This is an optimization exercise on Yosys and OpenROAD, whose aim is small area, not a production implementation. Only simulation tests tie the RTL to the original design; equivalence was not proved.

==> flow/design.v, too long to show whole: its modules and the start of the top module <==
// module cpx_multiply: 1430 lines
// module dot_prod_pip: 776 lines
// module arg_max: 55 lines
// module arg_max_gt: 242 lines
// module x_corr: 71 lines
module x_corr #(parameter xi_bits = 12,
                parameter xq_bits = 12,
                parameter yi_bits = 12,
                parameter yq_bits = 12,
                parameter i_bits = 31,
                parameter q_bits = 31,
                parameter length = 102,
                parameter length_counter_bits = 7,
                parameter out_max_bits = 62
                )
   (input clk,
    input                              rst,
    output                             s_axis_tready,
    input [xi_bits - 1:0]              xi,
    input [xq_bits - 1:0]              xq,
    input [yi_bits - 1:0]              yi,
    input [yq_bits - 1:0]              yq,
    input                              m_axis_tvalid,
    input                              m_axis_tready,
    output [out_max_bits - 1:0]        out_max,
    output [length_counter_bits - 1:0] index,
    output                             s_axis_tvalid
    );
  // ...
==> flow/flow/run.sh <==
#!/bin/bash
# Layout flow: the standard synthesis, then a polarity clean-up of the
# mapped netlist (flow/polarity.py: full adders built on complemented
# signals where that saves inverters; registers untouched), then the standard flow's
# standard ORFS layout with one-drive port buffers and a clock tree without
# dummy loads. Each tool's output goes to a log file in this folder.
set -euo pipefail
W=$(pwd)
R=$W/orfs/results/$FLOW_PLATFORM/x_corr/base

bash standard.sh synth > synth.log 2>&1

cp "$R/1_2_yosys.v" "$W/netlist_standard.v"
python3 flow/polarity.py "$W/netlist_standard.v" "$W/netlist_polarity.v" > polarity.log 2>&1
cp "$W/netlist_polarity.v" "$R/1_2_yosys.v"
rm -f "$R/1_synth.odb" "$R/1_synth.sdc"

bash standard.sh \
  BUFFER_PORTS_ARGS="-buffer_cell sky130_fd_sc_hd__buf_1" \
  CTS_ARGS="-sink_clustering_enable -repair_clock_nets -dont_use_dummy_load" \
  finish > layout.log 2>&1
==> flow/flow/polarity.py <==
#!/usr/bin/env python3
"""Polarity clean-up of a mapped sky130 netlist (Yosys write_verilog output).

Full adders are self-dual: FA(~a,~b,~c) = (~sum, ~cout). Yosys's full-adder
extraction leaves many inverters between adders. This script chooses, per
full adder, whether to build it on complemented signals, and per XOR/XNOR
gate which of the two to use, so that as few inverters as possible remain.
Registers, ports and all other cells are left as they are. The result is
logically identical to the input netlist.

usage: polarity.py IN.v OUT.v
"""
import re, sys, random
from collections import defaultdict

P = "sky130_fd_sc_hd__"
OUTPINS = {"X", "Y", "Q", "Q_N", "SUM", "COUT", "HI", "LO"}

def main(src, dst):
    text = open(src).read()
    m = re.search(r"^\s*module\s", text, re.M)
    head_end = None
    cell_re = re.compile(r"^  (\S+) (\S+) \((.*?)\n  \);\n", re.S | re.M)
    pin_re = re.compile(r"\.(\w+)\(([^()]*)\)")
    cells = []
    spans = []
    for mm in cell_re.finditer(text):
        typ, name, body = mm.group(1), mm.group(2), mm.group(3)
        pins = [(p, n.strip()) for p, n in pin_re.findall(body)]
        cells.append([typ, name, pins])
        spans.append((mm.start(), mm.end()))
    if not cells:
        sys.exit("no cells parsed")
    # ports
    ports = set()
    for mm in re.finditer(r"^\s*(input|output)\s+(\[(\d+):(\d+)\]\s*)?(\S+);", text, re.M):
        if mm.group(1) != "output":
            continue
        nm = mm.group(5)
        if mm.group(2):
            hi, lo = int(mm.group(3)), int(mm.group(4))
            for i in range(min(hi, lo), max(hi, lo) + 1):
                ports.add(f"{nm}[{i}]")
        else:
            ports.add(nm)
    isinv = lambda t: t.startswith(P + "inv_") or t.startswith(P + "clkinv_")
    isfa = lambda t: t.startswith(P + "fa_")
    isxor = lambda t: t.startswith(P + "xor2_") or t.startswith(P + "xnor2_")
    driver = {}
    loads = defaultdict(list)
    for ci, (typ, name, pins) in enumerate(cells):
        for p, n in pins:
            if p in OUTPINS:
                driver[n] = (ci, p)
            else:
                loads[n].append((ci, p))
    # root resolution through inverters
    memo = {}
    def root(n):
        if n in memo:
            return memo[n]
        d = driver.get(n)
        if d is not None and isinv(cells[d[0]][0]):
            inp = dict(cells[d[0]][2])["A"]
            r, q = root(inp)
            res = (r, q ^ 1)
        else:
            res = (n, 0)
        memo[n] = res
        return res
    # inverters that drive ports stay; everything else is rebuilt
    keep_inv = set()
    for ci, (typ, name, pins) in enumerate(cells):
        if isinv(typ):
            out = dict(pins)["Y"]
            if out in ports:
                keep_inv.add(ci)
    # flippable cells: FA (not driving ports), XOR/XNOR (free)
    flip = {}
    fa_cells = []
    for ci, (typ, name, pins) in enumerate(cells):
        if isfa(typ):
            outs = [n for p, n in pins if p in OUTPINS]
            if not any(o in ports for o in outs):
                flip[ci] = 0
                fa_cells.append(ci)
        elif isxor(typ):
            outs = [n for p, n in pins if p in OUTPINS]
            if not any(o in ports for o in outs):
                flip[ci] = 0
    # load requirements: list of (ci, pin, root, parity) for non-inverter loads
    # and kept inverters (which need parity on their input)
    reqs = defaultdict(list)     # root -> list of (ci, pin, q)
    cell_in_roots = defaultdict(list)
    for ci, (typ, name, pins) in enumerate(cells):
        if isinv(typ) and ci not in keep_inv:
            continue
        for p, n in pins:
            if p in OUTPINS:
                continue
            if n.startswith("1'") or n.startswith("0'"):
                continue
            r, q = root(n)
            reqs[r].append((ci, p, q))
            cell_in_roots[ci].append(r)
    for n in ports:
        r, q = root(n)
        d = driver.get(n)
        if d is not None and isinv(cells[d[0]][0]):
            continue  # handled by kept inverter
        if n != r:
            print("port through buffer?", n, r)
    def phys(r):
        d = driver.get(r)
        if d is not None and d[0] in flip and isfa(cells[d[0]][0]):
            return flip[d[0]]
        if d is not None and d[0] in flip and isxor(cells[d[0]][0]):
            return flip[d[0]]
        return 0
    def need_inv(r):
        pr = phys(r)
        for ci, p, q in reqs[r]:
            t = cells[ci][0]
            if ci in flip and isxor(t):
                continue  # absorbed
            f = flip.get(ci, 0) if isfa(t) else 0
            if (q ^ f) != pr:
                return 1
        return 0
    def cost_roots(rs):
        return sum(need_inv(r) for r in rs)
    def touched(ci):
        rs = set(cell_in_roots[ci])
        for p, n in cells[ci][2]:
            if p in OUTPINS:
                rs.add(n)
        return rs
    allroots = set(reqs.keys())
    before = cost_roots(allroots)
    flippable = list(flip.keys())
    tt = {ci: touched(ci) for ci in flippable}
    # greedy passes, then simulated annealing, keeping the best assignment
    random.seed(1)
    cur = before
    best = cur
    best_flip = dict(flip)
    it = 0
    T = 0.6
    steps = 400 * len(flippable)
    for step in range(steps):
        ci = flippable[random.randrange(len(flippable))]
        rs = tt[ci]
        c0 = cost_roots(rs)
        flip[ci] ^= 1
        c1 = cost_roots(rs)
        d = c1 - c0
        if d <= 0 or random.random() < pow(2.718, -d / T):
            cur += d
            if cur < best:
                best = cur
                best_flip = dict(flip)
        else:
            flip[ci] ^= 1
        T = max(0.05, 0.6 * (1 - step / steps))
    flip.update(best_flip)
    improved = True
    while improved:
        improved = False
        it += 1
        for ci in flippable:
            rs = tt[ci]
            c0 = cost_roots(rs)
            flip[ci] ^= 1
            if cost_roots(rs) < c0:
                improved = True
            else:
                flip[ci] ^= 1
    after = cost_roots(allroots)
    # rebuild: for each root needing an inverter, one new inverter
    invnet = {}
    newcells = []
    k = 0
    for r in sorted(allroots):
        if need_inv(r):
            k += 1
            nn = f"_pol{k}_"
            invnet[r] = nn
            newcells.append((P + "inv_1", f"_polinv{k}_", [("A", r), ("Y", nn)]))
    def conn(ci, p, n):
        r, q = root(n)
        t = cells[ci][0]
        if ci in flip and isxor(t):
            return r
        f = flip.get(ci, 0) if isfa(t) else 0
        if (q ^ f) != phys(r):
            return invnet[r]
        return r
    out_cells = []
    for ci, (typ, name, pins) in enumerate(cells):
        if isinv(typ) and ci not in keep_inv:
            continue
        newpins = []
        if ci in flip and isxor(typ):
            # parity absorbed: xor of physical inputs vs wanted
            par = flip[ci]
            for p, n in pins:
                if p in OUTPINS:
                    newpins.append((p, n))
                    continue
                r, q = root(n)
                par ^= q ^ phys(r)
                newpins.append((p, r))
            base = "xor2_" if typ.startswith(P + "xor2_") else "xnor2_"
            # cell value = base(phys inputs); wanted output physical = true ^ flip
            # true = base(true inputs) = base(phys) ^ (q^phys parity sum)
            isx = (base == "xor2_")
            want_x = isx ^ bool(par)
            drive = typ.split("_")[-1]
            typ2 = P + ("xor2_" if want_x else "xnor2_") + drive
            opin = "X" if want_x else "Y"
            newpins = [((opin if p in OUTPINS else p), n) for p, n in newpins]
            out_cells.append((typ2, name, newpins))
            continue
        for p, n in pins:
            if p in OUTPINS or n.startswith("1'") or n.startswith("0'"):
                newpins.append((p, n))
            else:
                newpins.append((p, conn(ci, p, n)))
        out_cells.append((typ, name, newpins))
    out_cells.extend(newcells)
    # write: header (everything before first cell), declare new wires, cells, endmodule
    first = spans[0][0]
    last = spans[-1][1]
    head = text[:first]
    tail = text[last:]
    decl = "".join(f"  wire _pol{i}_;\n" for i in range(1, k + 1))
    body = []
    for typ, name, pins in out_cells:
        body.append(f"  {typ} {name} (\n" + ",\n".join(f"    .{p}({n})" for p, n in pins) + "\n  );\n")
    open(dst, "w").write(head + decl + "".join(body) + tail)
    ninv0 = sum(1 for c in cells if isinv(c[0]))
    print(f"cells {len(cells)}; inverters {ninv0} -> {len(keep_inv) + k}; roots needing inverter {before} -> {after}; passes {it}")
    nfl = sum(1 for ci in fa_cells if flip[ci])
    print(f"full adders flipped: {nfl} of {len(fa_cells)}")

if __name__ == "__main__":
    main(sys.argv[1], sys.argv[2])
==> flow/standard.sh <==
#!/bin/bash
# synth_recipe.tcl (not shown) runs the flow's synth.tcl, then flattens the netlist and writes it again
# the make line also repeats each setting of config.mk as NAME=value (left out here)
make -C /OpenROAD-flow-scripts/flow DESIGN_CONFIG=/design/flow/config.mk WORK_HOME=/design/flow/orfs CLKGATE_MAP_FILE= SYNTH_SCRIPT=/design/flow/synth_recipe.tcl "${@:-finish}"
==> flow/config.mk <==
export PLATFORM = sky130hd
export DESIGN_NAME = x_corr
export DESIGN_NICKNAME = x_corr
export VERILOG_FILES = /design/flow/design.v
export SDC_FILE = /design/flow/constraint.sdc
export NUM_CORES = 4
export LEC_CHECK = 0
export ABC_AREA = 1
export CAP_MARGIN = 20
export CORE_MARGIN = 2
export CORE_UTILIZATION = 40
export SLEW_MARGIN = 20
==> flow/constraint.sdc <==
create_clock -name core_clock -period 10.0 [get_ports {clk}]
set_input_delay 2.0000 -clock core_clock [delete_from_list [all_inputs] [get_ports {clk}]]
set_output_delay 2.0000 -clock core_clock [all_outputs]
set_load 0.01 [all_outputs]
==> impl_metrics.env, run 1 <==
export IMPL_status="stopped before the end"
export IMPL_ys_warn_count=3
export IMPL_stop_stage="netlist read-in after synthesis"
export IMPL_error_line="[ERROR STA-0171] /design/flow/orfs/results/sky130hd/x_corr/base/1_2_yosys.v line 5958, syntax error"
==> run 2: changes to the inputs <==
--- a/flow/design.v
+++ b/flow/design.v
@@ -1242,30 +1242,30 @@
    wire is165 = ic141 ^ is142 ^ is119;
    wire ic165 = (ic141 & is142) | (ic141 & is119) | (is142 & is119);
    wire is166 = ic142 ^ is143 ^ ipbc5_q11;
    wire ic166 = (ic142 & is143) | (ic142 & ipbc5_q11) | (is143 & ipbc5_q11);
    wire is167 = ic143 ^ is144 ^ 1'b1;
    wire ic167 = (ic143 & is144) | (ic143 & 1'b1) | (is144 & 1'b1);
    wire is168 = ic144 ^ ic121 ^ bim[23];
    wire ic168 = (ic144 & ic121) | (ic144 & bim[23]) | (ic121 & bim[23]);
-   wire is169 = bim[24] ^ w ^ 1'b1;
-   wire ic169 = (bim[24] & w) | (bim[24] & 1'b1) | (w & 1'b1);
-   wire is170 = bim[25] ^ w ^ 1'b1;
-   wire ic170 = (bim[25] & w) | (bim[25] & 1'b1) | (w & 1'b1);
-   wire is171 = bim[26] ^ w ^ 1'b1;
-   wire ic171 = (bim[26] & w) | (bim[26] & 1'b1) | (w & 1'b1);
-   wire is172 = bim[27] ^ w ^ 1'b1;
-   wire ic172 = (bim[27] & w) | (bim[27] & 1'b1) | (w & 1'b1);
-   wire is173 = bim[28] ^ w ^ 1'b1;
-   wire ic173 = (bim[28] & w) | (bim[28] & 1'b1) | (w & 1'b1);
-   wire is174 = bim[29] ^ w ^ 1'b1;
-   wire ic174 = (bim[29] & w) | (bim[29] & 1'b1) | (w & 1'b1);
-   wire is175 = bim[30] ^ w ^ 1'b1;
-   wire ic175 = (bim[30] & w) | (bim[30] & 1'b1) | (w & 1'b1);
+   wire is169 = bim[24] ^ ~w;
+   wire ic169 = bim[24] & ~w;
+   wire is170 = bim[25] ^ 1'b1;
+   wire ic170 = bim[25] & 1'b1;
+   wire is171 = bim[26] ^ 1'b1;
+   wire ic171 = bim[26] & 1'b1;
+   wire is172 = bim[27] ^ 1'b1;
+   wire ic172 = bim[27] & 1'b1;
+   wire is173 = bim[28] ^ 1'b1;
+   wire ic173 = bim[28] & 1'b1;
+   wire is174 = bim[29] ^ 1'b1;
+   wire ic174 = bim[29] & 1'b1;
+   wire is175 = bim[30] ^ 1'b1;
+   wire ic175 = bim[30] & 1'b1;
    wire ikg0_0 = is145 & iec0_neg;
    wire ikp0_0 = is145 ^ iec0_neg;
    wire ikg1_0 = ic145 & is146;
    wire ikp1_0 = ic145 ^ is146;
    wire ikg2_0 = ic146 & is147;
    wire ikp2_0 = ic146 ^ is147;
    wire ikg3_0 = ic147 & is148;
    wire ikp3_0 = ic147 ^ is148;
@@ -1467,16 +1467,17 @@
         4'd4: oim_w = {oim[19], oim[18], oim[17], oim[16], oim[15]};
         4'd5: oim_w = {oim[15], oim[14], oim[13], oim[12], oim[11]};
         4'd6: oim_w = {oim[11], oim[10], oim[9], oim[8], oim[7]};
         4'd7: oim_w = {oim[7], oim[6], oim[5], oim[4], oim[3]};
         4'd8: oim_w = {oim[3], oim[2], oim[1], oim[0], 1'b0};
         default: oim_w = 5'd0;
       endcase
    end
+   wire [37:0] low;
    wire oree0_one = ore_w[1] ^ ore_w[0];
    wire oree0_two = (ore_w[2] & ~ore_w[1] & ~ore_w[0]) | (~ore_w[2] & ore_w[1] & ore_w[0]);
    wire oree0_neg = ore_w[2];
    wire orep0_q0 = (oree0_one & ore[0]) ^ oree0_neg;
    wire orep0_q1 = ((oree0_one & ore[1]) | (oree0_two & ore[0])) ^ oree0_neg;
    wire orep0_q2 = ((oree0_one & ore[2]) | (oree0_two & ore[1])) ^ oree0_neg;
    wire orep0_q3 = ((oree0_one & ore[3]) | (oree0_two & ore[2])) ^ oree0_neg;
    wire orep0_q4 = ((oree0_one & ore[4]) | (oree0_two & ore[3])) ^ oree0_neg;
@@ -1809,64 +1810,16 @@
    wire ms98 = mc63 ^ ms64 ^ 1'b1;
    wire mc98 = (mc63 & ms64) | (mc63 & 1'b1) | (ms64 & 1'b1);
    wire ms99 = mc64 ^ ms65 ^ 1'b1;
    wire mc99 = (mc64 & ms65) | (mc64 & 1'b1) | (ms65 & 1'b1);
    wire ms100 = mc65 ^ mc32 ^ mag[30];
    wire mc100 = (mc65 & mc32) | (mc65 & mag[30]) | (mc32 & mag[30]);
    wire ms101 = mag[31] ^ 1'b1;
    wire mc101 = mag[31] & 1'b1;
-   wire ms102 = mag[32] ^ 1'b1;
-   wire mc102 = mag[32] & 1'b1;
-   wire ms103 = mag[33] ^ 1'b1;
-   wire mc103 = mag[33] & 1'b1;
-   wire ms104 = mag[34] ^ 1'b1;
-   wire mc104 = mag[34] & 1'b1;
-   wire ms105 = mag[35] ^ 1'b1;
-   wire mc105 = mag[35] & 1'b1;
-   wire ms106 = mag[36] ^ 1'b1;
-   wire mc106 = mag[36] & 1'b1;
-   wire ms107 = mag[37] ^ 1'b1;
-   wire mc107 = mag[37] & 1'b1;
-   wire ms108 = mag[38] ^ 1'b1;
-   wire mc108 = mag[38] & 1'b1;
-   wire ms109 = mag[39] ^ 1'b1;
-   wire mc109 = mag[39] & 1'b1;
-   wire ms110 = mag[40] ^ 1'b1;
-   wire mc110 = mag[40] & 1'b1;
-   wire ms111 = mag[41] ^ 1'b1;
-   wire mc111 = mag[41] & 1'b1;
-   wire ms112 = mag[42] ^ 1'b1;
-   wire mc112 = mag[42] & 1'b1;
-   wire ms113 = mag[43] ^ 1'b1;
-   wire mc113 = mag[43] & 1'b1;
-   wire ms114 = mag[44] ^ 1'b1;
-   wire mc114 = mag[44] & 1'b1;
-   wire ms115 = mag[45] ^ 1'b1;
-   wire mc115 = mag[45] & 1'b1;
-   wire ms116 = mag[46] ^ 1'b1;
-   wire mc116 = mag[46] & 1'b1;
-   wire ms117 = mag[47] ^ 1'b1;
-   wire mc117 = mag[47] & 1'b1;
-   wire ms118 = mag[48] ^ 1'b1;
-   wire mc118 = mag[48] & 1'b1;
-   wire ms119 = mag[49] ^ 1'b1;
-   wire mc119 = mag[49] & 1'b1;
-   wire ms120 = mag[50] ^ 1'b1;
-   wire mc120 = mag[50] & 1'b1;
-   wire ms121 = mag[51] ^ 1'b1;
-   wire mc121 = mag[51] & 1'b1;
-   wire ms122 = mag[52] ^ 1'b1;
-   wire mc122 = mag[52] & 1'b1;
-   wire ms123 = mag[53] ^ 1'b1;
-   wire mc123 = mag[53] & 1'b1;
-   wire ms124 = mag[54] ^ 1'b1;
-   wire mc124 = mag[54] & 1'b1;
-   wire ms125 = mag[55] ^ 1'b1;
-   wire mc125 = mag[55] & 1'b1;
    wire mkg0_0 = ms66 & oime0_neg;
    wire mkp0_0 = ms66 ^ oime0_neg;
    wire mkg1_0 = mc66 & ms67;
    wire mkp1_0 = mc66 ^ ms67;
    wire mkg2_0 = mc67 & ms68;
    wire mkp2_0 = mc67 ^ ms68;
    wire mkg3_0 = mc68 & ms69;
    wire mkp3_0 = mc68 ^ ms69;
@@ -1929,64 +1882,18 @@
    wire mkg32_0 = mc97 & ms98;
    wire mkp32_0 = mc97 ^ ms98;
    wire mkg33_0 = mc98 & ms99;
    wire mkp33_0 = mc98 ^ ms99;
    wire mkg34_0 = mc99 & ms100;
    wire mkp34_0 = mc99 ^ ms100;
    wire mkg35_0 = mc100 & ms101;
    wire mkp35_0 = mc100 ^ ms101;
-   wire mkg36_0 = mc101 & ms102;
-   wire mkp36_0 = mc101 ^ ms102;
-   wire mkg37_0 = mc102 & ms103;
-   wire mkp37_0 = mc102 ^ ms103;
-   wire mkg38_0 = mc103 & ms104;
-   wire mkp38_0 = mc103 ^ ms104;
-   wire mkg39_0 = mc104 & ms105;
-   wire mkp39_0 = mc104 ^ ms105;
-   wire mkg40_0 = mc105 & ms106;
-   wire mkp40_0 = mc105 ^ ms106;
-   wire mkg41_0 = mc106 & ms107;
-   wire mkp41_0 = mc106 ^ ms107;
-   wire mkg42_0 = mc107 & ms108;
-   wire mkp42_0 = mc107 ^ ms108;
-   wire mkg43_0 = mc108 & ms109;
-   wire mkp43_0 = mc108 ^ ms109;
-   wire mkg44_0 = mc109 & ms110;
-   wire mkp44_0 = mc109 ^ ms110;
-   wire mkg45_0 = mc110 & ms111;
-   wire mkp45_0 = mc110 ^ ms111;
-   wire mkg46_0 = mc111 & ms112;
-   wire mkp46_0 = mc111 ^ ms112;
-   wire mkg47_0 = mc112 & ms113;
-   wire mkp47_0 = mc112 ^ ms113;
-   wire mkg48_0 = mc113 & ms114;
-   wire mkp48_0 = mc113 ^ ms114;
-   wire mkg49_0 = mc114 & ms115;
-   wire mkp49_0 = mc114 ^ ms115;
-   wire mkg50_0 = mc115 & ms116;
-   wire mkp50_0 = mc115 ^ ms116;
-   wire mkg51_0 = mc116 & ms117;
-   wire mkp51_0 = mc116 ^ ms117;
-   wire mkg52_0 = mc117 & ms118;
-   wire mkp52_0 = mc117 ^ ms118;
-   wire mkg53_0 = mc118 & ms119;
-   wire mkp53_0 = mc118 ^ ms119;
-   wire mkg54_0 = mc119 & ms120;
-   wire mkp54_0 = mc119 ^ ms120;
-   wire mkg55_0 = mc120 & ms121;
-   wire mkp55_0 = mc120 ^ ms121;
-   wire mkg56_0 = mc121 & ms122;
-   wire mkp56_0 = mc121 ^ ms122;
-   wire mkg57_0 = mc122 & ms123;
-   wire mkp57_0 = mc122 ^ ms123;
-   wire mkg58_0 = mc123 & ms124;
-   wire mkp58_0 = mc123 ^ ms124;
-   wire mkg59_0 = mc124 & ms125;
-   wire mkp59_0 = mc124 ^ ms125;
+   wire mkg36_0 = mc101 & 1'b1;
+   wire mkp36_0 = mc101 ^ 1'b1;
    wire mkG1 = mkg1_0 | (mkp1_0 & mkg0_0);
    wire mkP1 = mkp1_0 & mkp0_0;
    wire mkG2 = mkg3_0 | (mkp3_0 & mkg2_0);
    wire mkP2 = mkp3_0 & mkp2_0;
    wire mkG3 = mkg5_0 | (mkp5_0 & mkg4_0);
    wire mkP3 = mkp5_0 & mkp4_0;
    wire mkG4 = mkg7_0 | (mkp7_0 & mkg6_0);
    wire mkP4 = mkp7_0 & mkp6_0;
@@ -2013,201 +1920,127 @@
    wire mkG15 = mkg29_0 | (mkp29_0 & mkg28_0);
    wire mkP15 = mkp29_0 & mkp28_0;
    wire mkG16 = mkg31_0 | (mkp31_0 & mkg30_0);
    wire mkP16 = mkp31_0 & mkp30_0;
    wire mkG17 = mkg33_0 | (mkp33_0 & mkg32_0);
    wire mkP17 = mkp33_0 & mkp32_0;
    wire mkG18 = mkg35_0 | (mkp35_0 & mkg34_0);
    wire mkP18 = mkp35_0 & mkp34_0;
-   wire mkG19 = mkg37_0 | (mkp37_0 & mkg36_0);
-   wire mkP19 = mkp37_0 & mkp36_0;
-   wire mkG20 = mkg39_0 | (mkp39_0 & mkg38_0);
-   wire mkP20 = mkp39_0 & mkp38_0;
-   wire mkG21 = mkg41_0 | (mkp41_0 & mkg40_0);
-   wire mkP21 = mkp41_0 & mkp40_0;
-   wire mkG22 = mkg43_0 | (mkp43_0 & mkg42_0);
-   wire mkP22 = mkp43_0 & mkp42_0;
-   wire mkG23 = mkg45_0 | (mkp45_0 & mkg44_0);
-   wire mkP23 = mkp45_0 & mkp44_0;
-   wire mkG24 = mkg47_0 | (mkp47_0 & mkg46_0);
-   wire mkP24 = mkp47_0 & mkp46_0;
-   wire mkG25 = mkg49_0 | (mkp49_0 & mkg48_0);
-   wire mkP25 = mkp49_0 & mkp48_0;
-   wire mkG26 = mkg51_0 | (mkp51_0 & mkg50_0);
-   wire mkP26 = mkp51_0 & mkp50_0;
-   wire mkG27 = mkg53_0 | (mkp53_0 & mkg52_0);
-   wire mkP27 = mkp53_0 & mkp52_0;
-   wire mkG28 = mkg55_0 | (mkp55_0 & mkg54_0);
-   wire mkP28 = mkp55_0 & mkp54_0;
-   wire mkG29 = mkg57_0 | (mkp57_0 & mkg56_0);
-   wire mkP29 = mkp57_0 & mkp56_0;
-   wire mkG30 = mkg59_0 | (mkp59_0 & mkg58_0);
-   wire mkP30 = mkp59_0 & mkp58_0;
-   wire mkG31 = mkG2 | (mkP2 & mkG1);
-   wire mkP31 = mkP2 & mkP1;
-   wire mkG32 = mkG4 | (mkP4 & mkG3);
-   wire mkP32 = mkP4 & mkP3;
-   wire mkG33 = mkG6 | (mkP6 & mkG5);
-   wire mkP33 = mkP6 & mkP5;
-   wire mkG34 = mkG8 | (mkP8 & mkG7);
-   wire mkP34 = mkP8 & mkP7;
-   wire mkG35 = mkG10 | (mkP10 & mkG9);
-   wire mkP35 = mkP10 & mkP9;
-   wire mkG36 = mkG12 | (mkP12 & mkG11);
-   wire mkP36 = mkP12 & mkP11;
-   wire mkG37 = mkG14 | (mkP14 & mkG13);
-   wire mkP37 = mkP14 & mkP13;
-   wire mkG38 = mkG16 | (mkP16 & mkG15);
-   wire mkP38 = mkP16 & mkP15;
-   wire mkG39 = mkG18 | (mkP18 & mkG17);
-   wire mkP39 = mkP18 & mkP17;
-   wire mkG40 = mkG20 | (mkP20 & mkG19);
-   wire mkP40 = mkP20 & mkP19;
-   wire mkG41 = mkG22 | (mkP22 & mkG21);
-   wire mkP41 = mkP22 & mkP21;
-   wire mkG42 = mkG24 | (mkP24 & mkG23);
-   wire mkP42 = mkP24 & mkP23;
-   wire mkG43 = mkG26 | (mkP26 & mkG25);
-   wire mkP43 = mkP26 & mkP25;
-   wire mkG44 = mkG28 | (mkP28 & mkG27);
-   wire mkP44 = mkP28 & mkP27;
-   wire mkG45 = mkG30 | (mkP30 & mkG29);
-   wire mkP45 = mkP30 & mkP29;
-   wire mkG46 = mkG32 | (mkP32 & mkG31);
-   wire mkP46 = mkP32 & mkP31;
-   wire mkG47 = mkG34 | (mkP34 & mkG33);
-   wire mkP47 = mkP34 & mkP33;
-   wire mkG48 = mkG36 | (mkP36 & mkG35);
-   wire mkP48 = mkP36 & mkP35;
-   wire mkG49 = mkG38 | (mkP38 & mkG37);
-   wire mkP49 = mkP38 & mkP37;
-   wire mkG50 = mkG40 | (mkP40 & mkG39);
-   wire mkP50 = mkP40 & mkP39;
-   wire mkG51 = mkG42 | (mkP42 & mkG41);
-   wire mkP51 = mkP42 & mkP41;
-   wire mkG52 = mkG44 | (mkP44 & mkG43);
-   wire mkP52 = mkP44 & mkP43;
-   wire mkG53 = mkG47 | (mkP47 & mkG46);
-   wire mkP53 = mkP47 & mkP46;
-   wire mkG54 = mkG49 | (mkP49 & mkG48);
-   wire mkP54 = mkP49 & mkP48;
-   wire mkG55 = mkG51 | (mkP51 & mkG50);
-   wire mkP55 = mkP51 & mkP50;
-   wire mkG56 = mkG54 | (mkP54 & mkG53);
-   wire mkP56 = mkP54 & mkP53;
-   wire mkG57 = mkG55 | (mkP55 & mkG56);
-   wire mkP57 = mkP55 & mkP56;
-   wire mkG58 = mkG48 | (mkP48 & mkG53);
-   wire mkP58 = mkP48 & mkP53;
-   wire mkG59 = mkG50 | (mkP50 & mkG56);
-   wire mkP59 = mkP50 & mkP56;
-   wire mkG60 = mkG52 | (mkP52 & mkG57);
-   wire mkP60 = mkP52 & mkP57;
-   wire mkG61 = mkG33 | (mkP33 & mkG46);
-   wire mkP61 = mkP33 & mkP46;
-   wire mkG62 = mkG35 | (mkP35 & mkG53);
-   wire mkP62 = mkP35 & mkP53;
-   wire mkG63 = mkG37 | (mkP37 & mkG58);
-   wire mkP63 = mkP37 & mkP58;
-   wire mkG64 = mkG39 | (mkP39 & mkG56);
-   wire mkP64 = mkP39 & mkP56;
-   wire mkG65 = mkG41 | (mkP41 & mkG59);
-   wire mkP65 = mkP41 & mkP59;
-   wire mkG66 = mkG43 | (mkP43 & mkG57);
-   wire mkP66 = mkP43 & mkP57;
-   wire mkG67 = mkG45 | (mkP45 & mkG60);
-   wire mkP67 = mkP45 & mkP60;
-   wire mkG68 = mkG3 | (mkP3 & mkG31);
-   wire mkP68 = mkP3 & mkP31;
-   wire mkG69 = mkG5 | (mkP5 & mkG46);
-   wire mkP69 = mkP5 & mkP46;
-   wire mkG70 = mkG7 | (mkP7 & mkG61);
-   wire mkP70 = mkP7 & mkP61;
-   wire mkG71 = mkG9 | (mkP9 & mkG53);
-   wire mkP71 = mkP9 & mkP53;
-   wire mkG72 = mkG11 | (mkP11 & mkG62);
-   wire mkP72 = mkP11 & mkP62;
-   wire mkG73 = mkG13 | (mkP13 & mkG58);
-   wire mkP73 = mkP13 & mkP58;
-   wire mkG74 = mkG15 | (mkP15 & mkG63);
-   wire mkP74 = mkP15 & mkP63;
-   wire mkG75 = mkG17 | (mkP17 & mkG56);
-   wire mkP75 = mkP17 & mkP56;
-   wire mkG76 = mkG19 | (mkP19 & mkG64);
-   wire mkP76 = mkP19 & mkP64;
-   wire mkG77 = mkG21 | (mkP21 & mkG59);
-   wire mkP77 = mkP21 & mkP59;
-   wire mkG78 = mkG23 | (mkP23 & mkG65);
-   wire mkP78 = mkP23 & mkP65;
-   wire mkG79 = mkG25 | (mkP25 & mkG57);
-   wire mkP79 = mkP25 & mkP57;
-   wire mkG80 = mkG27 | (mkP27 & mkG66);
-   wire mkP80 = mkP27 & mkP66;
-   wire mkG81 = mkG29 | (mkP29 & mkG60);
-   wire mkP81 = mkP29 & mkP60;
-   wire mkG82 = mkg2_0 | (mkp2_0 & mkG1);
-   wire mkP82 = mkp2_0 & mkP1;
-   wire mkG83 = mkg4_0 | (mkp4_0 & mkG31);
-   wire mkP83 = mkp4_0 & mkP31;
-   wire mkG84 = mkg6_0 | (mkp6_0 & mkG68);
-   wire mkP84 = mkp6_0 & mkP68;
-   wire mkG85 = mkg8_0 | (mkp8_0 & mkG46);
-   wire mkP85 = mkp8_0 & mkP46;
-   wire mkG86 = mkg10_0 | (mkp10_0 & mkG69);
-   wire mkP86 = mkp10_0 & mkP69;
-   wire mkG87 = mkg12_0 | (mkp12_0 & mkG61);
-   wire mkP87 = mkp12_0 & mkP61;
-   wire mkG88 = mkg14_0 | (mkp14_0 & mkG70);
-   wire mkP88 = mkp14_0 & mkP70;
-   wire mkG89 = mkg16_0 | (mkp16_0 & mkG53);
-   wire mkP89 = mkp16_0 & mkP53;
-   wire mkG90 = mkg18_0 | (mkp18_0 & mkG71);
-   wire mkP90 = mkp18_0 & mkP71;
-   wire mkG91 = mkg20_0 | (mkp20_0 & mkG62);
-   wire mkP91 = mkp20_0 & mkP62;
-   wire mkG92 = mkg22_0 | (mkp22_0 & mkG72);
-   wire mkP92 = mkp22_0 & mkP72;
-   wire mkG93 = mkg24_0 | (mkp24_0 & mkG58);
-   wire mkP93 = mkp24_0 & mkP58;
-   wire mkG94 = mkg26_0 | (mkp26_0 & mkG73);
-   wire mkP94 = mkp26_0 & mkP73;
-   wire mkG95 = mkg28_0 | (mkp28_0 & mkG63);
-   wire mkP95 = mkp28_0 & mkP63;
-   wire mkG96 = mkg30_0 | (mkp30_0 & mkG74);
-   wire mkP96 = mkp30_0 & mkP74;
-   wire mkG97 = mkg32_0 | (mkp32_0 & mkG56);
-   wire mkP97 = mkp32_0 & mkP56;
-   wire mkG98 = mkg34_0 | (mkp34_0 & mkG75);
-   wire mkP98 = mkp34_0 & mkP75;
-   wire mkG99 = mkg36_0 | (mkp36_0 & mkG64);
-   wire mkP99 = mkp36_0 & mkP64;
-   wire mkG100 = mkg38_0 | (mkp38_0 & mkG76);
-   wire mkP100 = mkp38_0 & mkP76;
-   wire mkG101 = mkg40_0 | (mkp40_0 & mkG59);
-   wire mkP101 = mkp40_0 & mkP59;
-   wire mkG102 = mkg42_0 | (mkp42_0 & mkG77);
-   wire mkP102 = mkp42_0 & mkP77;
-   wire mkG103 = mkg44_0 | (mkp44_0 & mkG65);
-   wire mkP103 = mkp44_0 & mkP65;
-   wire mkG104 = mkg46_0 | (mkp46_0 & mkG78);
-   wire mkP104 = mkp46_0 & mkP78;
-   wire mkG105 = mkg48_0 | (mkp48_0 & mkG57);
-   wire mkP105 = mkp48_0 & mkP57;
-   wire mkG106 = mkg50_0 | (mkp50_0 & mkG79);
-   wire mkP106 = mkp50_0 & mkP79;
-   wire mkG107 = mkg52_0 | (mkp52_0 & mkG66);
-   wire mkP107 = mkp52_0 & mkP66;
-   wire mkG108 = mkg54_0 | (mkp54_0 & mkG80);
-   wire mkP108 = mkp54_0 & mkP80;
-   wire mkG109 = mkg56_0 | (mkp56_0 & mkG60);
-   wire mkP109 = mkp56_0 & mkP60;
-   wire mkG110 = mkg58_0 | (mkp58_0 & mkG81);
-   wire mkP110 = mkp58_0 & mkP81;
-   assign nmag = {(mkp59_0 ^ mkG110), (mkp58_0 ^ mkG81), (mkp57_0 ^ mkG109), (mkp56_0 ^ mkG60), (mkp55_0 ^ mkG108), (mkp54_0 ^ mkG80), (mkp53_0 ^ mkG107), (mkp52_0 ^ mkG66), (mkp51_0 ^ mkG106), (mkp50_0 ^ mkG79), (mkp49_0 ^ mkG105), (mkp48_0 ^ mkG57), (mkp47_0 ^ mkG104), (mkp46_0 ^ mkG78), (mkp45_0 ^ mkG103), (mkp44_0 ^ mkG65), (mkp43_0 ^ mkG102), (mkp42_0 ^ mkG77), (mkp41_0 ^ mkG101), (mkp40_0 ^ mkG59), (mkp39_0 ^ mkG100), (mkp38_0 ^ mkG76), (mkp37_0 ^ mkG99), (mkp36_0 ^ mkG64), (mkp35_0 ^ mkG98), (mkp34_0 ^ mkG75), (mkp33_0 ^ mkG97), (mkp32_0 ^ mkG56), (mkp31_0 ^ mkG96), (mkp30_0 ^ mkG74), (mkp29_0 ^ mkG95), (mkp28_0 ^ mkG63), (mkp27_0 ^ mkG94), (mkp26_0 ^ mkG73), (mkp25_0 ^ mkG93), (mkp24_0 ^ mkG58), (mkp23_0 ^ mkG92), (mkp22_0 ^ mkG72), (mkp21_0 ^ mkG91), (mkp20_0 ^ mkG62), (mkp19_0 ^ mkG90), (mkp18_0 ^ mkG71), (mkp17_0 ^ mkG89), (mkp16_0 ^ mkG53), (mkp15_0 ^ mkG88), (mkp14_0 ^ mkG70), (mkp13_0 ^ mkG87), (mkp12_0 ^ mkG61), (mkp11_0 ^ mkG86), (mkp10_0 ^ mkG69), (mkp9_0 ^ mkG85), (mkp8_0 ^ mkG46), (mkp7_0 ^ mkG84), (mkp6_0 ^ mkG68), (mkp5_0 ^ mkG83), (mkp4_0 ^ mkG31), (mkp3_0 ^ mkG82), (mkp2_0 ^ mkG1), (mkp1_0 ^ mkg0_0), mkp0_0};
+   wire mkG19 = 1'b0 | (1'b1 & mkg36_0);
+   wire mkP19 = 1'b1 & mkp36_0;
+   wire mkG20 = mkG2 | (mkP2 & mkG1);
+   wire mkP20 = mkP2 & mkP1;
+   wire mkG21 = mkG4 | (mkP4 & mkG3);
+   wire mkP21 = mkP4 & mkP3;
+   wire mkG22 = mkG6 | (mkP6 & mkG5);
+   wire mkP22 = mkP6 & mkP5;
+   wire mkG23 = mkG8 | (mkP8 & mkG7);
+   wire mkP23 = mkP8 & mkP7;
+   wire mkG24 = mkG10 | (mkP10 & mkG9);
+   wire mkP24 = mkP10 & mkP9;
+   wire mkG25 = mkG12 | (mkP12 & mkG11);
+   wire mkP25 = mkP12 & mkP11;
+   wire mkG26 = mkG14 | (mkP14 & mkG13);
+   wire mkP26 = mkP14 & mkP13;
+   wire mkG27 = mkG16 | (mkP16 & mkG15);
+   wire mkP27 = mkP16 & mkP15;
+   wire mkG28 = mkG18 | (mkP18 & mkG17);
+   wire mkP28 = mkP18 & mkP17;
+   wire mkG29 = mkG21 | (mkP21 & mkG20);
+   wire mkP29 = mkP21 & mkP20;
+   wire mkG30 = mkG23 | (mkP23 & mkG22);
+   wire mkP30 = mkP23 & mkP22;
+   wire mkG31 = mkG25 | (mkP25 & mkG24);
+   wire mkP31 = mkP25 & mkP24;
+   wire mkG32 = mkG27 | (mkP27 & mkG26);
+   wire mkP32 = mkP27 & mkP26;
+   wire mkG33 = mkG30 | (mkP30 & mkG29);
+   wire mkP33 = mkP30 & mkP29;
+   wire mkG34 = mkG32 | (mkP32 & mkG31);
+   wire mkP34 = mkP32 & mkP31;
+   wire mkG35 = mkG34 | (mkP34 & mkG33);
+   wire mkP35 = mkP34 & mkP33;
+   wire mkG36 = mkG31 | (mkP31 & mkG33);
+   wire mkP36 = mkP31 & mkP33;
+   wire mkG37 = mkG22 | (mkP22 & mkG29);
+   wire mkP37 = mkP22 & mkP29;
+   wire mkG38 = mkG24 | (mkP24 & mkG33);
+   wire mkP38 = mkP24 & mkP33;
+   wire mkG39 = mkG26 | (mkP26 & mkG36);
+   wire mkP39 = mkP26 & mkP36;
+   wire mkG40 = mkG28 | (mkP28 & mkG35);
+   wire mkP40 = mkP28 & mkP35;
+   wire mkG41 = mkG3 | (mkP3 & mkG20);
+   wire mkP41 = mkP3 & mkP20;
+   wire mkG42 = mkG5 | (mkP5 & mkG29);
+   wire mkP42 = mkP5 & mkP29;
+   wire mkG43 = mkG7 | (mkP7 & mkG37);
+   wire mkP43 = mkP7 & mkP37;
+   wire mkG44 = mkG9 | (mkP9 & mkG33);
+   wire mkP44 = mkP9 & mkP33;
+   wire mkG45 = mkG11 | (mkP11 & mkG38);
+   wire mkP45 = mkP11 & mkP38;
+   wire mkG46 = mkG13 | (mkP13 & mkG36);
+   wire mkP46 = mkP13 & mkP36;
+   wire mkG47 = mkG15 | (mkP15 & mkG39);
+   wire mkP47 = mkP15 & mkP39;
+   wire mkG48 = mkG17 | (mkP17 & mkG35);
+   wire mkP48 = mkP17 & mkP35;
+   wire mkG49 = mkG19 | (mkP19 & mkG40);
+   wire mkP49 = mkP19 & mkP40;
+   wire mkG50 = mkg2_0 | (mkp2_0 & mkG1);
+   wire mkP50 = mkp2_0 & mkP1;
+   wire mkG51 = mkg4_0 | (mkp4_0 & mkG20);
+   wire mkP51 = mkp4_0 & mkP20;
+   wire mkG52 = mkg6_0 | (mkp6_0 & mkG41);
+   wire mkP52 = mkp6_0 & mkP41;
+   wire mkG53 = mkg8_0 | (mkp8_0 & mkG29);
+   wire mkP53 = mkp8_0 & mkP29;
+   wire mkG54 = mkg10_0 | (mkp10_0 & mkG42);
+   wire mkP54 = mkp10_0 & mkP42;
+   wire mkG55 = mkg12_0 | (mkp12_0 & mkG37);
+   wire mkP55 = mkp12_0 & mkP37;
+   wire mkG56 = mkg14_0 | (mkp14_0 & mkG43);
+   wire mkP56 = mkp14_0 & mkP43;
+   wire mkG57 = mkg16_0 | (mkp16_0 & mkG33);
+   wire mkP57 = mkp16_0 & mkP33;
+   wire mkG58 = mkg18_0 | (mkp18_0 & mkG44);
+   wire mkP58 = mkp18_0 & mkP44;
+   wire mkG59 = mkg20_0 | (mkp20_0 & mkG38);
+   wire mkP59 = mkp20_0 & mkP38;
+   wire mkG60 = mkg22_0 | (mkp22_0 & mkG45);
+   wire mkP60 = mkp22_0 & mkP45;
+   wire mkG61 = mkg24_0 | (mkp24_0 & mkG36);
+   wire mkP61 = mkp24_0 & mkP36;
+   wire mkG62 = mkg26_0 | (mkp26_0 & mkG46);
+   wire mkP62 = mkp26_0 & mkP46;
+   wire mkG63 = mkg28_0 | (mkp28_0 & mkG39);
+   wire mkP63 = mkp28_0 & mkP39;
+   wire mkG64 = mkg30_0 | (mkp30_0 & mkG47);
+   wire mkP64 = mkp30_0 & mkP47;
+   wire mkG65 = mkg32_0 | (mkp32_0 & mkG35);
+   wire mkP65 = mkp32_0 & mkP35;
+   wire mkG66 = mkg34_0 | (mkp34_0 & mkG48);
+   wire mkP66 = mkp34_0 & mkP48;
+   wire mkG67 = mkg36_0 | (mkp36_0 & mkG40);
+   wire mkP67 = mkp36_0 & mkP40;
+   assign low = {(1'b1 ^ mkG67), (mkp36_0 ^ mkG40), (mkp35_0 ^ mkG66), (mkp34_0 ^ mkG48), (mkp33_0 ^ mkG65), (mkp32_0 ^ mkG35), (mkp31_0 ^ mkG64), (mkp30_0 ^ mkG47), (mkp29_0 ^ mkG63), (mkp28_0 ^ mkG39), (mkp27_0 ^ mkG62), (mkp26_0 ^ mkG46), (mkp25_0 ^ mkG61), (mkp24_0 ^ mkG36), (mkp23_0 ^ mkG60), (mkp22_0 ^ mkG45), (mkp21_0 ^ mkG59), (mkp20_0 ^ mkG38), (mkp19_0 ^ mkG58), (mkp18_0 ^ mkG44), (mkp17_0 ^ mkG57), (mkp16_0 ^ mkG33), (mkp15_0 ^ mkG56), (mkp14_0 ^ mkG43), (mkp13_0 ^ mkG55), (mkp12_0 ^ mkG37), (mkp11_0 ^ mkG54), (mkp10_0 ^ mkG42), (mkp9_0 ^ mkG53), (mkp8_0 ^ mkG29), (mkp7_0 ^ mkG52), (mkp6_0 ^ mkG41), (mkp5_0 ^ mkG51), (mkp4_0 ^ mkG20), (mkp3_0 ^ mkG50), (mkp2_0 ^ mkG1), (mkp1_0 ^ mkg0_0), mkp0_0};
+   wire [23:0] up = mag[55:32];
+   wire inc = ~low[37] & low[36];
+   wire dec = low[37];
+   wire [23:0] p1, p0;
+   assign p1[0] = 1'b1;
+   assign p0[0] = 1'b1;
+   genvar gi;
+   for (gi = 1; gi < 24; gi = gi + 1) begin : pre
+      assign p1[gi] = p1[gi-1] & up[gi-1];
+      assign p0[gi] = p0[gi-1] & ~up[gi-1];
+   end
+   assign nmag = {up ^ (({24{inc}} & p1) | ({24{dec}} & p0)), low[35:0]};
    always @(posedge clk)
      mag <= nmag;
 endmodule  
 `timescale 1ns/1ns
 module arg_max
   (input             clk,
    input             rst,
    input             sum_valid,
==> flow/run.sh (new file) <==
#!/bin/bash
# synth_recipe.tcl (not shown) runs the flow's synth.tcl, then flattens the netlist and writes it again
# the make line also repeats each setting of config.mk as NAME=value (left out here)
make -C /OpenROAD-flow-scripts/flow DESIGN_CONFIG=/design/flow/config.mk WORK_HOME=/design/flow/orfs CLKGATE_MAP_FILE= SYNTH_SCRIPT=/design/flow/synth_recipe.tcl finish
removed: flow/flow/run.sh
removed: flow/flow/polarity.py
removed: flow/standard.sh
==> impl_metrics.env, run 2 <==
export IMPL_worstSetupEndpointType="register"
export IMPL_relSlewSlack=0.400
export IMPL_core_area_um2=80400
export IMPL_ff2ff_setup_slack_ps=740
export IMPL_wl_per_cell_um=19.9
export IMPL_die_w_um=289
export IMPL_drc=0
export IMPL_top_regs="am.omax x60, mg.mag x56"
export IMPL_cts_tree="built"
export IMPL_ys_warn_count=3
export IMPL_cts_htree_levels=1
export IMPL_numCtsBuffers=30
export IMPL_rsz0062_at_grt="no"
export IMPL_final_area_um2=36400
export IMPL_synth_edff_count=62
export IMPL_max_freq_mhz=108
export IMPL_synth_top_cells_by_count="inv_1, fa_1, o22ai_1"
export IMPL_worst_slew_pin_slew_ps=891
export IMPL_overflow=0
export IMPL_fin_nets=4603
export IMPL_crit_type="register to register"
export IMPL_final_cell_mix="inv_1, fa_1, o22ai_1"
export IMPL_netlist_top_cells_area="fa_1, dfxtp_1, xor2_1"
export IMPL_first_pass_iters=6
export IMPL_grt_pass1_vias=26300
export IMPL_arrival_ps=9740
export IMPL_regMostFlops="am.omax"
export IMPL_cap_violations=0
export IMPL_yosysMostFrequentCell="inv_1"
export IMPL_drv_slew=0
export IMPL_synthArstFlopShare=0
export IMPL_cts_sinks=268
export IMPL_post_place_ws_ps=-117
export IMPL_die_h_um=289
export IMPL_finalSetupViolCount=0
export IMPL_min_path_type="register to register"
export IMPL_ioPinCount=123
export IMPL_via_per_inst=5.31
export IMPL_hpwl_um=78300
export IMPL_post_dp_cell_area_um2=35300
export IMPL_clockRootBuffer="clkbuf_16"
export IMPL_synth_seq_cells=268
export IMPL_synth_top_area_frac=0.257
export IMPL_fin_crit_ps=9260
export IMPL_grt_use_total=0.237
export IMPL_grt_start_max_net_pins=106
export IMPL_n_fill_cell=7955
export IMPL_syn2layout_area_growth_pct=12.3
export IMPL_wirelength_um=99600
export IMPL_place_gp_congestion=1.03
export IMPL_post_route_period_util=0.926
export IMPL_status="complete, no violations"
export IMPL_seq_area_frac_synth=0.185
export IMPL_die_area_um2=83400
export IMPL_worst_setup_path_start_kind="register"
export IMPL_ys_flop_type="dfxtp_1"
export IMPL_drt_iter0_markers=2080
export IMPL_synth_top_cell_by_area="fa_1"
export IMPL_row_count=104
export IMPL_setup_ws_ps=742
export IMPL_cts_buffer_depth=3
export IMPL_crit_fanout=52
export IMPL_ys_types=57
export IMPL_syn_mean_instance_area_um2=8.50
export IMPL_largest_reg_flops=60
export IMPL_final_layout_size_suffix_gt1_frac=0.0637
export IMPL_antenna_found_initial=4
export IMPL_worstSkewPairLatency_ps=600
export IMPL_num_vias=26500
export IMPL_path_clk_slew_ps=60
export IMPL_portBuffers=120
export IMPL_netlist_instances=3816
export IMPL_hold_buffers=0
export IMPL_crit_slowest_cell="fa_1"
export IMPL_finalHoldViolations=0
export IMPL_initial_core_util=0.403
export IMPL_drtAntennaViolNets=0
export IMPL_grt_pass1_wl_um=153000
export IMPL_fin_worst_skew_ps=17.7
export IMPL_syn_cell_area_um2=32400
export IMPL_final_common_cell="inv_1"
export IMPL_fin_util=0.453
export IMPL_cp_slowest_stage_delay_ps=510
export IMPL_cp_required_ps=10490
-- run 2: path summary, 6_finish.rpt --
check                   startpoint                       end  cells after the start
setup / recovery             st[0]               am.omax[51]                     44
hold reg to reg   am.s_axis_tvalid  am.result_collected_buff                      2
setup reg to reg             st[0]               am.omax[51]                     44
hold / removal    am.s_axis_tvalid  am.result_collected_buff                      2
-- run 2: per-stage QoR --
step / TNS, ps / cells / hold slack (ps)
after floorplan: 0 / 3817 / 457
after global placement: 0 / 4939 / 450
after detailed placement: -795 / 4940 / 454
after CTS: 0 / 4996 / 464
after global routing: 0 / 5000 / 491
final: 0 / 5001 / 457
-- run 2: cell families (layout without fill, tap and decap cells) --
family                     Yosys count  after routing  synth area share
adders and majority gates          635            635             0.341
DFF                                268            268             0.185
and+or+nand+nor                    585            585            0.0771
xor gates and xnor gates           474            474             0.128
AOI/OAI and AO/OA                  781            781             0.143
other                                1              3          0.000116
buffers and inverters             1069           1192             0.126
muxes                                3              3          0.000926
-- run 2: area by class of cell --
type | instances | area (um2) | area share
antenna | 1 | 2.50 | 0.0000687
clock buffer | 33 | 762 | 0.0209
clock inverter | 23 | 241 | 0.00663
inverter | 870 | 3270 | 0.0897
multi-input combinational | 2480 | 22500 | 0.616
sequential | 268 | 5990 | 0.164
tap | 1060 | 1330 | 0.0364
timing repair buffer | 266 | 2400 | 0.0658
-- run 2: critical path: cells and delay by family, from the launching register on --
| kind | cells | cell delay (ps) |
|---|---|---|
| and+or+nand+nor | 18 | 2670 |
| adders and majority gates | 7 | 2550 |
| AOI/OAI and AO/OA | 11 | 2370 |
| buffers and inverters | 6 | 690 |
| xor gates and xnor gates | 2 | 450 |
| DFF | 1 | 340 |
-- run 2: what timing repair did --
action | CTS | global route
cloned | 0 | 1
pin swaps | 0 | 1
endpoints found under the hold margin | 0 | 0
gates resized for setup | 2 | 19
endpoints found under the setup margin | 12 | 67
buffers inserted | 0 | 3
-- run 2: routing by layer --
metal,share of wire,GRT usage,vias up
met3,0.081,0.0415,287
met5,0.00027,0,-
met4,0.045,0.0924,4
met2,0.44,0.373,1187
met1,0.43,0.324,12700
li1,-,-,12400

==> port drivers added, routing unchanged <==
No port has a modelled driver above. Below, the same layout with a new extraction and two added sets of constraints.
Step 1, drivers: a clkbuf_16 drives clk and a buf_2 each remaining input, both assumed.
Step 2 moves the port delays by t, midway between the first and last clock arrival at a register: inputs arrive t later, outputs are due t later. That takes back most of the time a late clock gives input paths.
Slacks: ideal / step 1 / step 2; pairs: ideal / step 1.
run: run 2
shift t [ns]: 0.655
setup slack, ns: 0.742 / 0.742 / 0.186
hold slack, ns: 0.457 / 0.457 / 0.457
worst setup path at the end: input to register
worst slew at a driven data input, ns: 0.06
After both steps setup and hold are still met in run 2. For run 2, drivers alone change the setup slack by 0.000 ns; drivers and shift together by -0.556 ns.
